From an optimization exercise on the open Yosys and OpenROAD flow, aimed at small area and a short achievable clock period; shortcuts taken in it are not production practice.
Where RTL was checked, it was by simulation tests only, not by an equivalence proof against the original.
The clock input has no modelled driver; a real chip could not lean on it and would need a root buffer or a full tree.

## int8_mac_tree
module int8_mac_tree (
    input clk,  
    input reset,  
    input signed [7:0] in0,
    input signed [7:0] in1,
    input signed [7:0] in2,
    input signed [7:0] in3,
    input signed [7:0] in4,
    input signed [7:0] in5,
    input signed [7:0] in6,
    input signed [7:0] in7,
    input signed [7:0] in8,
    input signed [7:0] in9,
    input signed [7:0] in10,
    input signed [7:0] in11,
    input signed [7:0] in12,
    input signed [7:0] in13,
    input signed [7:0] in14,
    input signed [7:0] in15,
    output signed [31:0] out,
    output reg signed [15:0] prod0, prod1, prod2, prod3, prod4, prod5, prod6, prod7,
    output signed [17:0] sum_level2_0, sum_level2_1
);
==> flow/config.mk <==
export PLATFORM = sky130hd
export DESIGN_NAME = int8_mac_tree
export DESIGN_NICKNAME = int8_mac_tree
export VERILOG_FILES = /design/flow/design.v
export SDC_FILE = /design/flow/constraint.sdc
export NUM_CORES = 4
export LEC_CHECK = 0
export CAP_MARGIN = 20
export CORE_MARGIN = 2
export CORE_UTILIZATION = 65
export SLEW_MARGIN = 20
export SYNTH_HIERARCHICAL = 1
export SYNTH_MINIMUM_KEEP_SIZE = 0
==> flow/constraint.sdc <==
create_clock -name core_clock -period 12.0 [get_ports {clk}]
set_input_delay 2.4000 -clock core_clock [delete_from_list [all_inputs] [get_ports {clk}]]
set_output_delay 2.4000 -clock core_clock [all_outputs]
set_load 0.01 [all_outputs]
standard.sh (not shown) runs the stock make flow with config.mk's settings and CLKGATE_MAP_FILE= SYNTH_SCRIPT=/design/flow/synth_recipe.tcl, a recipe that flattens the netlist after the stock synthesis.
==> flow/flow/run.sh <==
#!/bin/bash
# Standard layout, with the port buffers made from a plain buffer cell
# instead of the delay buffer buffer_ports picks on its own, and timing
# repair aiming at a setup slack of 6.2 ns.
set -euo pipefail
export BUFFER_PORTS_ARGS="-buffer_cell sky130_fd_sc_hd__buf_1"
bash standard.sh SETUP_SLACK_MARGIN=6.2 finish > standard.log 2>&1
The baseline ran to the end with no violations.
Change:
==> flow/flow/run.sh (replaced) <==
#!/bin/bash
# Standard layout, with the port buffers made from a plain buffer cell
# instead of the delay buffer buffer_ports picks on its own, and timing
# repair aiming at a setup slack of 6.4 ns.
set -euo pipefail
export BUFFER_PORTS_ARGS="-buffer_cell sky130_fd_sc_hd__buf_1"
bash standard.sh SETUP_SLACK_MARGIN=6.4 finish > standard.log 2>&1
Synthesized cell count stays the same.
Maximum frequency rises by 1.3%.
Wire length rises by 3.7%.
Synthesized area does not change.
Setup slack gains 75 ps.
Flip-flop and latch count does not change.
Function was not checked in any run of this note: the RTL went through the layout flow alone.

---

int8_mac_tree, a different RTL version from the one above (not shown whole).
For scale: ~150 flip-flops, about 330 I/O pins, ~0.022 mm2 of cells after synthesis.
==> flow/config.mk <==
export PLATFORM = sky130hd
export DESIGN_NAME = int8_mac_tree
export DESIGN_NICKNAME = int8_mac_tree
export VERILOG_FILES = /design/flow/design.v
export SDC_FILE = /design/flow/constraint.sdc
export NUM_CORES = 4
export LEC_CHECK = 0
export CAP_MARGIN = 20
export CORE_MARGIN = 2
export CORE_UTILIZATION = 75
export SLEW_MARGIN = 20
export SYNTH_HIERARCHICAL = 1
export SYNTH_MINIMUM_KEEP_SIZE = 0
==> flow/constraint.sdc <==
create_clock -name core_clock -period 12.0 [get_ports {clk}]
set_input_delay 2.4000 -clock core_clock [delete_from_list [all_inputs] [get_ports {clk}]]
set_output_delay 2.4000 -clock core_clock [all_outputs]
set_load 0.01 [all_outputs]
==> flow/flow/run.sh <==
#!/bin/bash
# Standard layout, with the port buffers made from a plain buffer cell
# instead of the delay buffer buffer_ports picks on its own, and timing
# repair aiming at a setup slack of 6.0 ns.
set -euo pipefail
export BUFFER_PORTS_ARGS="-buffer_cell sky130_fd_sc_hd__buf_2"
bash standard.sh SETUP_SLACK_MARGIN=6.0 finish > standard.log 2>&1
Next try:
--- a/flow/flow/run.sh
+++ b/flow/flow/run.sh
@@ -4 +4 @@
-# repair aiming at a setup slack of 6.0 ns.
+# repair aiming at a setup slack of 6.5 ns.
@@ -7 +7 @@
-bash standard.sh SETUP_SLACK_MARGIN=6.0 finish > standard.log 2>&1
+bash standard.sh SETUP_SLACK_MARGIN=6.5 finish > standard.log 2>&1
CORE_UTILIZATION = 65   (was 75)
Result:
- The changed run passed the timing, design-rule and antenna checks
- design area rose by roughly a tenth
- setup slack is better by 130 ps
- die area rose by about a fifth
- wire length rose by a few percent
- cell count rose by a few percent

---

## the baseline
int8_mac_tree, a different RTL version from the one above (not shown whole).
Size: ~2,000 cells after synthesis, about 150 flip-flops, roughly 330 I/O pins, ~0.021 mm² of cells after synthesis.
export LEC_CHECK = 0
export CAP_MARGIN = 20
export CORE_MARGIN = 2
export CORE_UTILIZATION = 65
export SLEW_MARGIN = 20
export SYNTH_HIERARCHICAL = 1
export SYNTH_MINIMUM_KEEP_SIZE = 0
create_clock -name core_clock -period 12.0 [get_ports {clk}]
==> flow/flow/run.sh <==
#!/bin/bash
# Standard layout, with the port buffers made from a plain buffer cell
# instead of the delay buffer buffer_ports picks on its own, and timing
# repair aiming at a setup slack of 6.2 ns.
set -euo pipefail
export BUFFER_PORTS_ARGS="-buffer_cell sky130_fd_sc_hd__buf_1"
bash standard.sh SETUP_SLACK_MARGIN=6.2 finish > standard.log 2>&1
The following lists how the candidate was set up differently from the baseline:
-- flow/flow/run.sh --
<<< the baseline, line 4
# repair aiming at a setup slack of 6.2 ns.
>>> the candidate, line 4
# repair aiming at a setup slack of 6.0 ns.
<<< the baseline, line 7
bash standard.sh SETUP_SLACK_MARGIN=6.2 finish > standard.log 2>&1
>>> the candidate, line 7
bash standard.sh SETUP_SLACK_MARGIN=6.0 finish > standard.log 2>&1
Wire length reported by the detailed router is higher on the baseline
[compare] base=the baseline new=the candidate: minimum clock period shows an increase of 0.029 ns; final cell area excluding filler cells fell 610 µm²; hold slack decreased by 0.0042 ns relative to the old numbers; sum of buffers and inverters on the critical path has increased; cell depth of the worst setup path went up.
Function was not checked in any run of this note: the RTL went through the layout flow alone.

---

== west ==
int8_mac_tree, a different RTL version from the one above (not shown whole).
Size: ~1,900 cells after synthesis, about 150 flip-flops, roughly 330 I/O pins, about 0.021 mm^2 of cells after synthesis.
==> flow/config.mk <==
export PLATFORM = sky130hd
export DESIGN_NAME = int8_mac_tree
export DESIGN_NICKNAME = int8_mac_tree
export VERILOG_FILES = /design/flow/design.v
export SDC_FILE = /design/flow/constraint.sdc
export NUM_CORES = 4
export LEC_CHECK = 0
export CAP_MARGIN = 20
export CORE_MARGIN = 2
export CORE_UTILIZATION = 72
export CTS_CLUSTER_DIAMETER = 100
export CTS_CLUSTER_SIZE = 50
export SLEW_MARGIN = 20
export SYNTH_HIERARCHICAL = 1
export SYNTH_MINIMUM_KEEP_SIZE = 0
==> flow/constraint.sdc <==
create_clock -name core_clock -period 12.0 [get_ports {clk}]
set_input_delay 2.4000 -clock core_clock [delete_from_list [all_inputs] [get_ports {clk}]]
set_output_delay 2.4000 -clock core_clock [all_outputs]
set_load 0.01 [all_outputs]
==> flow/flow/run.sh <==
#!/bin/bash
# Standard layout, with the port buffers made from a plain buffer cell
# instead of the delay buffer buffer_ports picks on its own, and timing
# repair aiming at a setup slack of 6.0 ns.
set -euo pipefail
export BUFFER_PORTS_ARGS="-buffer_cell sky130_fd_sc_hd__buf_1"
bash standard.sh SETUP_SLACK_MARGIN=6.0 finish > standard.log 2>&1
[inputs] north vs west
Settings: CTS_CLUSTER_DIAMETER no longer set, was 100; CTS_CLUSTER_SIZE no longer set, was 50; CORE_UTILIZATION now 65, was 72.
--- outcome ---
Between north and west, the fraction of area in multi-input gates does not differ in any meaningful way.
north | status: complete | timing, DRC, antenna: pass
north against west: critical path depth was more or less identical; post-route clock period utilization essentially unchanged.

---

Starting RTL as in the previous note.
export LEC_CHECK = 0
export CAP_MARGIN = 20
export CORE_MARGIN = 2
export CORE_UTILIZATION = 72
export SLEW_MARGIN = 20
export SYNTH_HIERARCHICAL = 1
export SYNTH_MINIMUM_KEEP_SIZE = 0
create_clock -name core_clock -period 12.0 [get_ports {clk}]
==> flow/flow/run.sh <==
#!/bin/bash
# Standard layout with three changes:
# - the port buffers are made from a plain buffer cell instead of the delay
#   buffer buffer_ports picks on its own;
# - timing repair aims at a setup slack of 6.1 ns;
# - after CTS, flow/mycts.tcl rebuilds the clock tree with two levels of
#   clkbuf_16 (the clock port drives four of them), see that file;
# - the input port buffers are made buf_2 before repair_design (flow/inbuf.tcl).
set -euo pipefail
export BUFFER_PORTS_ARGS="-buffer_cell sky130_fd_sc_hd__buf_1"
export POST_CTS_TCL="$PWD/flow/mycts.tcl"
export PRE_RESIZE_TCL="$PWD/flow/inbuf.tcl"
bash standard.sh SETUP_SLACK_MARGIN=6.1 finish > standard.log 2>&1
==> flow/flow/inbuf.tcl <==
uplevel #0 {
  set n 0
  foreach inst [get_cells input*] {
    replace_cell $inst sky130_fd_sc_hd__buf_2
    incr n
  }
  puts "inbuf: $n input buffers made buf_2"
}
==> flow/flow/mycts.tcl <==
# Replace the clock tree that CTS built with a two-level tree: the clock port
# drives four clkbuf_16 buffers directly, each of them drives the leaf clkbuf_16
# buffers of its group, and each leaf buffer feeds the flip-flops of one cluster.
# The clusters come from k-means on the flip-flop locations, then a capacitated
# reassignment so that every leaf drives about the same number of flip-flops
# (and every top buffer the same number of leaves), which keeps the skew small.
# Runs as the POST CTS step hook, inside ORFS cts.tcl.
# ORFS sources this file inside a procedure; run it at global level.
uplevel #0 {
set nleaf 8
if { [info exists ::env(MYCTS_LEAVES)] } { set nleaf $::env(MYCTS_LEAVES) }
set block [ord::get_db_block]
set db [ord::get_db]
set clknet [[$block findBTerm clk] getNet]
puts "mycts: clock port net [$clknet getName] with [llength [$clknet getITerms]] loads"
set bufmaster [$db findMaster sky130_fd_sc_hd__clkbuf_16]

# Walk the clock tree from the port: buffers to remove and the sinks they feed.
set sinks {}
set oldbufs {}
set oldnets {}
proc walk { net } {
  global sinks oldbufs oldnets
  foreach it [$net getITerms] {
    if { [$it isOutputSignal] } { continue }
    set inst [$it getInst]
    set m [[$inst getMaster] getName]
    if { [string match "sky130_fd_sc_hd__clkbuf_*" $m] || [string match "sky130_fd_sc_hd__buf_*" $m] } {
      lappend oldbufs $inst
      foreach ot [$inst getITerms] {
        if { [$ot isOutputSignal] && [$ot getNet] != "NULL" } {
          lappend oldnets [$ot getNet]
          walk [$ot getNet]
        }
      }
    } else {
      lappend sinks $it
    }
  }
}
walk $clknet
puts "mycts: [llength $oldbufs] clock buffers, [llength $sinks] sinks"
# Loads that drive nothing are CTS's dummy loads: removed with the tree.
set ffs {}
set dummies {}
foreach it $sinks {
  set inst [$it getInst]
  set m [[$inst getMaster] getName]
  if { [string match "sky130_fd_sc_hd__df*" $m] } {
    lappend ffs $it
    continue
  }
  foreach ot [$inst getITerms] {
    if { [$ot isOutputSignal] && [$ot getNet] != "NULL" } { error "mycts: unexpected clock sink $m" }
  }
  lappend dummies $inst
}
puts "mycts: [llength $ffs] flip-flops, [llength $dummies] dummy loads"
set sinks $ffs

# Sink locations (centre of the flip-flop).
set pts {}
foreach it $sinks {
  set bb [[$it getInst] getBBox]
  lappend pts [list [expr {([$bb xMin] + [$bb xMax]) / 2.0}] [expr {([$bb yMin] + [$bb yMax]) / 2.0}]]
}
proc kmeans { pts nk } {
  set n [llength $pts]
  set cx 0; set cy 0
  foreach p $pts { set cx [expr {$cx + [lindex $p 0]}]; set cy [expr {$cy + [lindex $p 1]}] }
  set cx [expr {$cx / $n}]; set cy [expr {$cy / $n}]
  set cent {}
  for {set k 0} {$k < $nk} {incr k} {
    set a [expr {2 * 3.14159265 * ($k + 0.5) / $nk}]
    lappend cent [list [expr {$cx + 30000 * cos($a)}] [expr {$cy + 30000 * sin($a)}]]
  }
  for {set iter 0} {$iter < 50} {incr iter} {
    set asg {}
    foreach p $pts {
      set best 0; set bd 1e30
      for {set k 0} {$k < $nk} {incr k} {
        set c [lindex $cent $k]
        set d [expr {abs([lindex $p 0] - [lindex $c 0]) + abs([lindex $p 1] - [lindex $c 1])}]
        if { $d < $bd } { set bd $d; set best $k }
      }
      lappend asg $best
    }
    set newc {}
    for {set k 0} {$k < $nk} {incr k} {
      set sx 0; set sy 0; set cnt 0
      foreach p $pts a $asg {
        if { $a == $k } { set sx [expr {$sx + [lindex $p 0]}]; set sy [expr {$sy + [lindex $p 1]}]; incr cnt }
      }
      if { $cnt > 0 } { lappend newc [list [expr {$sx / $cnt}] [expr {$sy / $cnt}]] } else { lappend newc [lindex $cent $k] }
    }
    set cent $newc
  }
  # Balance: capacitated greedy assignment by distance, then new centres.
  set cap [expr {int(ceil(double($n) / $nk))}]
  for {set iter 0} {$iter < 10} {incr iter} {
    set pairs {}
    set i 0
    foreach p $pts {
      for {set k 0} {$k < $nk} {incr k} {
        set c [lindex $cent $k]
        lappend pairs [list [expr {abs([lindex $p 0] - [lindex $c 0]) + abs([lindex $p 1] - [lindex $c 1])}] $i $k]
      }
      incr i
    }
    set pairs [lsort -real -index 0 $pairs]
    set asg [lrepeat $n -1]
    set cnt [lrepeat $nk 0]
    foreach pr $pairs {
      lassign $pr d i k
      if { [lindex $asg $i] >= 0 || [lindex $cnt $k] >= $cap } { continue }
      lset asg $i $k
      lset cnt $k [expr {[lindex $cnt $k] + 1}]
    }
    set newc {}
    for {set k 0} {$k < $nk} {incr k} {
      set sx 0; set sy 0; set c 0
      foreach p $pts a $asg {
        if { $a == $k } { set sx [expr {$sx + [lindex $p 0]}]; set sy [expr {$sy + [lindex $p 1]}]; incr c }
      }
      if { $c > 0 } { lappend newc [list [expr {$sx / $c}] [expr {$sy / $c}]] } else { lappend newc [lindex $cent $k] }
    }
    set cent $newc
  }
  return [list $cent $asg]
}
lassign [kmeans $pts $nleaf] cent asg
set ntop 4
lassign [kmeans $cent $ntop] tcent tasg

# Remove the old tree.
foreach it $sinks { $it disconnect }
foreach inst $dummies { odb::dbInst_destroy $inst }
foreach inst $oldbufs { odb::dbInst_destroy $inst }
foreach net $oldnets { odb::dbNet_destroy $net }

# Build the new one: the port drives the top buffers, each top buffer drives
# the leaf buffers of its group, each leaf buffer drives its flip-flops.
proc mkbuf { name c innet } {
  global block bufmaster
  set inst [odb::dbInst_create $block $bufmaster $name]
  set net [odb::dbNet_create $block "net_$name"]
  $net setSigType CLOCK
  $inst setLocation [expr {int([lindex $c 0])}] [expr {int([lindex $c 1])}]
  $inst setPlacementStatus PLACED
  [$inst findITerm A] connect $innet
  [$inst findITerm X] connect $net
  return $net
}
set topnets {}
for {set t 0} {$t < $ntop} {incr t} {
  lappend topnets [mkbuf "clktop_$t" [lindex $tcent $t] $clknet]
}
for {set k 0} {$k < $nleaf} {incr k} {
  set net [mkbuf "clkleaf_$k" [lindex $cent $k] [lindex $topnets [lindex $tasg $k]]]
  set cnt 0
  foreach it $sinks a $asg {
    if { $a == $k } { $it connect $net; incr cnt }
  }
  puts "mycts: leaf $k (top [lindex $tasg $k]) drives $cnt sinks"
}
detailed_placement
estimate_parasitics -placement

# Timing repair with the new tree, as cts.tcl does after CTS.
repair_timing_helper
detailed_placement
check_placement -verbose

}
The starting point completed with no timing, DRC or antenna violations.
Next try:
==> flow/flow/run.sh (replaced) <==
#!/bin/bash
# Standard layout with three changes:
# - the port buffers are made from a plain buffer cell instead of the delay
#   buffer buffer_ports picks on its own;
# - timing repair aims at a setup slack of 6.2 ns;
# - after CTS, flow/mycts.tcl rebuilds the clock tree with two levels of
#   clkbuf_16 (the clock port drives four of them), see that file.
set -euo pipefail
export BUFFER_PORTS_ARGS="-buffer_cell sky130_fd_sc_hd__buf_1"
export POST_CTS_TCL="$PWD/flow/mycts.tcl"
bash standard.sh SETUP_SLACK_MARGIN=6.2 finish > standard.log 2>&1
--- a/flow/flow/mycts.tcl
+++ b/flow/flow/mycts.tcl
@@ -3,5 +3,2 @@
 # buffers of its group, and each leaf buffer feeds the flip-flops of one cluster.
-# The clusters come from k-means on the flip-flop locations, then a capacitated
-# reassignment so that every leaf drives about the same number of flip-flops
-# (and every top buffer the same number of leaves), which keeps the skew small.
 # Runs as the POST CTS step hook, inside ORFS cts.tcl.
@@ -97,33 +94,2 @@
   }
-  # Balance: capacitated greedy assignment by distance, then new centres.
-  set cap [expr {int(ceil(double($n) / $nk))}]
-  for {set iter 0} {$iter < 10} {incr iter} {
-    set pairs {}
-    set i 0
-    foreach p $pts {
-      for {set k 0} {$k < $nk} {incr k} {
-        set c [lindex $cent $k]
-        lappend pairs [list [expr {abs([lindex $p 0] - [lindex $c 0]) + abs([lindex $p 1] - [lindex $c 1])}] $i $k]
-      }
-      incr i
-    }
-    set pairs [lsort -real -index 0 $pairs]
-    set asg [lrepeat $n -1]
-    set cnt [lrepeat $nk 0]
-    foreach pr $pairs {
-      lassign $pr d i k
-      if { [lindex $asg $i] >= 0 || [lindex $cnt $k] >= $cap } { continue }
-      lset asg $i $k
-      lset cnt $k [expr {[lindex $cnt $k] + 1}]
-    }
-    set newc {}
-    for {set k 0} {$k < $nk} {incr k} {
-      set sx 0; set sy 0; set c 0
-      foreach p $pts a $asg {
-        if { $a == $k } { set sx [expr {$sx + [lindex $p 0]}]; set sy [expr {$sy + [lindex $p 1]}]; incr c }
-      }
-      if { $c > 0 } { lappend newc [list [expr {$sx / $c}] [expr {$sy / $c}]] } else { lappend newc [lindex $cent $k] }
-    }
-    set cent $newc
-  }
   return [list $cent $asg]
removed: flow/flow/inbuf.tcl
Area after synthesis stays the same.
Core utilization rose by 2.3 points.
Routed wire length rises by 2.7%.
Worst setup slack improved by 15 ps.
Next try:
--- a/flow/flow/run.sh
+++ b/flow/flow/run.sh
@@ -4,3 +4,3 @@
 #   buffer buffer_ports picks on its own;
-# - timing repair aims at a setup slack of 6.2 ns;
+# - timing repair aims at a setup slack of 6.1 ns;
 # - after CTS, flow/mycts.tcl rebuilds the clock tree with two levels of
@@ -10,2 +10,2 @@
 export POST_CTS_TCL="$PWD/flow/mycts.tcl"
-bash standard.sh SETUP_SLACK_MARGIN=6.2 finish > standard.log 2>&1
+bash standard.sh SETUP_SLACK_MARGIN=6.1 finish > standard.log 2>&1
--- a/flow/flow/mycts.tcl
+++ b/flow/flow/mycts.tcl
@@ -3,2 +3,5 @@
 # buffers of its group, and each leaf buffer feeds the flip-flops of one cluster.
+# The clusters come from k-means on the flip-flop locations, then a capacitated
+# reassignment so that every leaf drives about the same number of flip-flops
+# (and every top buffer the same number of leaves), which keeps the skew small.
 # Runs as the POST CTS step hook, inside ORFS cts.tcl.
@@ -94,2 +97,33 @@
   }
+  # Balance: capacitated greedy assignment by distance, then new centres.
+  set cap [expr {int(ceil(double($n) / $nk))}]
+  for {set iter 0} {$iter < 10} {incr iter} {
+    set pairs {}
+    set i 0
+    foreach p $pts {
+      for {set k 0} {$k < $nk} {incr k} {
+        set c [lindex $cent $k]
+        lappend pairs [list [expr {abs([lindex $p 0] - [lindex $c 0]) + abs([lindex $p 1] - [lindex $c 1])}] $i $k]
+      }
+      incr i
+    }
+    set pairs [lsort -real -index 0 $pairs]
+    set asg [lrepeat $n -1]
+    set cnt [lrepeat $nk 0]
+    foreach pr $pairs {
+      lassign $pr d i k
+      if { [lindex $asg $i] >= 0 || [lindex $cnt $k] >= $cap } { continue }
+      lset asg $i $k
+      lset cnt $k [expr {[lindex $cnt $k] + 1}]
+    }
+    set newc {}
+    for {set k 0} {$k < $nk} {incr k} {
+      set sx 0; set sy 0; set c 0
+      foreach p $pts a $asg {
+        if { $a == $k } { set sx [expr {$sx + [lindex $p 0]}]; set sy [expr {$sy + [lindex $p 1]}]; incr c }
+      }
+      if { $c > 0 } { lappend newc [list [expr {$sx / $c}] [expr {$sy / $c}]] } else { lappend newc [lindex $cent $k] }
+    }
+    set cent $newc
+  }
   return [list $cent $asg]
Synthesized area is unchanged; cell count shrinks slightly; wire length shrinks slightly; final area decreases by a few percent.
Next try:
--- a/flow/flow/run.sh
+++ b/flow/flow/run.sh
@@ -4,3 +4,3 @@
 #   buffer buffer_ports picks on its own;
-# - timing repair aims at a setup slack of 6.1 ns;
+# - timing repair aims at a setup slack of 6.0 ns;
 # - after CTS, flow/mycts.tcl rebuilds the clock tree with two levels of
@@ -10,2 +10,2 @@
 export POST_CTS_TCL="$PWD/flow/mycts.tcl"
-bash standard.sh SETUP_SLACK_MARGIN=6.1 finish > standard.log 2>&1
+bash standard.sh SETUP_SLACK_MARGIN=6.0 finish > standard.log 2>&1
--- a/flow/flow/mycts.tcl
+++ b/flow/flow/mycts.tcl
@@ -3,8 +3,3 @@
 # buffers of its group, and each leaf buffer feeds the flip-flops of one cluster.
-# The clusters come from k-means on the flip-flop locations, then a capacitated
-# reassignment so that every leaf drives about the same number of flip-flops
-# (and every top buffer the same number of leaves), which keeps the skew small.
 # Runs as the POST CTS step hook, inside ORFS cts.tcl.
-# ORFS sources this file inside a procedure; run it at global level.
-uplevel #0 {
 set nleaf 8
@@ -13,4 +8,3 @@
 set db [ord::get_db]
-set clknet [[$block findBTerm clk] getNet]
-puts "mycts: clock port net [$clknet getName] with [llength [$clknet getITerms]] loads"
+set clknet [$block findNet clk]
 set bufmaster [$db findMaster sky130_fd_sc_hd__clkbuf_16]
@@ -97,33 +91,2 @@
   }
-  # Balance: capacitated greedy assignment by distance, then new centres.
-  set cap [expr {int(ceil(double($n) / $nk))}]
-  for {set iter 0} {$iter < 10} {incr iter} {
-    set pairs {}
-    set i 0
-    foreach p $pts {
-      for {set k 0} {$k < $nk} {incr k} {
-        set c [lindex $cent $k]
-        lappend pairs [list [expr {abs([lindex $p 0] - [lindex $c 0]) + abs([lindex $p 1] - [lindex $c 1])}] $i $k]
-      }
-      incr i
-    }
-    set pairs [lsort -real -index 0 $pairs]
-    set asg [lrepeat $n -1]
-    set cnt [lrepeat $nk 0]
-    foreach pr $pairs {
-      lassign $pr d i k
-      if { [lindex $asg $i] >= 0 || [lindex $cnt $k] >= $cap } { continue }
-      lset asg $i $k
-      lset cnt $k [expr {[lindex $cnt $k] + 1}]
-    }
-    set newc {}
-    for {set k 0} {$k < $nk} {incr k} {
-      set sx 0; set sy 0; set c 0
-      foreach p $pts a $asg {
-        if { $a == $k } { set sx [expr {$sx + [lindex $p 0]}]; set sy [expr {$sy + [lindex $p 1]}]; incr c }
-      }
-      if { $c > 0 } { lappend newc [list [expr {$sx / $c}] [expr {$sy / $c}]] } else { lappend newc [lindex $cent $k] }
-    }
-    set cent $newc
-  }
   return [list $cent $asg]
@@ -172,3 +135 @@
 check_placement -verbose
-
-}
After rerunning: The new run stopped in clock tree synthesis (4_1_cts). Area after synthesis does not change. Synthesized cell count stays the same.
The clock cells of the first, second and third runs of this note come from the design's own scripts or RTL, not from TritonCTS.

-- what the ideal ports hide --
No port has a modelled driver above. Below, the same layouts with a new extraction and two added sets of constraints.
Step 1 assumes that a clkbuf_16 drives the clock port and a buf_2 every other input.
Step 2, shift: input delay + t, output delay - t, t = (earliest + latest rising clock arrival at the registers) / 2. This alone moves slack from input paths to output paths.
Three values: ideal ports, drivers, drivers and shift; two values: the first two.
run | t, ns | setup WS [ns] | worst data-port slew with drivers (ns) | pins driven straight from the clock port
the first run of note 1 | 0.493 | 6.065 / 6.015 / 5.867 | 0.04 | 1
the second run of note 1 | 0.484 | 6.140 / 6.093 / 6.049 | 0.05 | 1
the first run of note 2 | 0.481 | 6.008 / 5.955 / 5.731 | 0.04 | 1
the second run of note 2 | 0.479 | 6.135 / 6.085 / 5.882 | 0.09 | 1
the baseline | 0.481 | 6.015 / 5.964 / 5.873 | 0.04 | 1
the candidate | 0.479 | 5.986 / 5.936 / 5.703 | 0.04 | 1
west | 0.480 | 6.071 / 6.017 / 5.739 | 0.04 | 1
north | 0.486 | 6.060 / 6.008 / 5.739 | 0.05 | 1
the first run of note 5 | 0.383 | 6.214 / 6.138 / 5.893 | 0.05 | 4
the second run of note 5 | 0.376 | 6.229 / 6.133 / 5.967 | 0.07 | 4
the third run of note 5 | 0.383 | 6.196 / 6.114 / 5.886 | 0.04 | 4
After both steps every run listed still meets setup and hold. The setup slack of west, which loses most, moves by -0.054 ns with the drivers and by -0.332 ns with both steps.
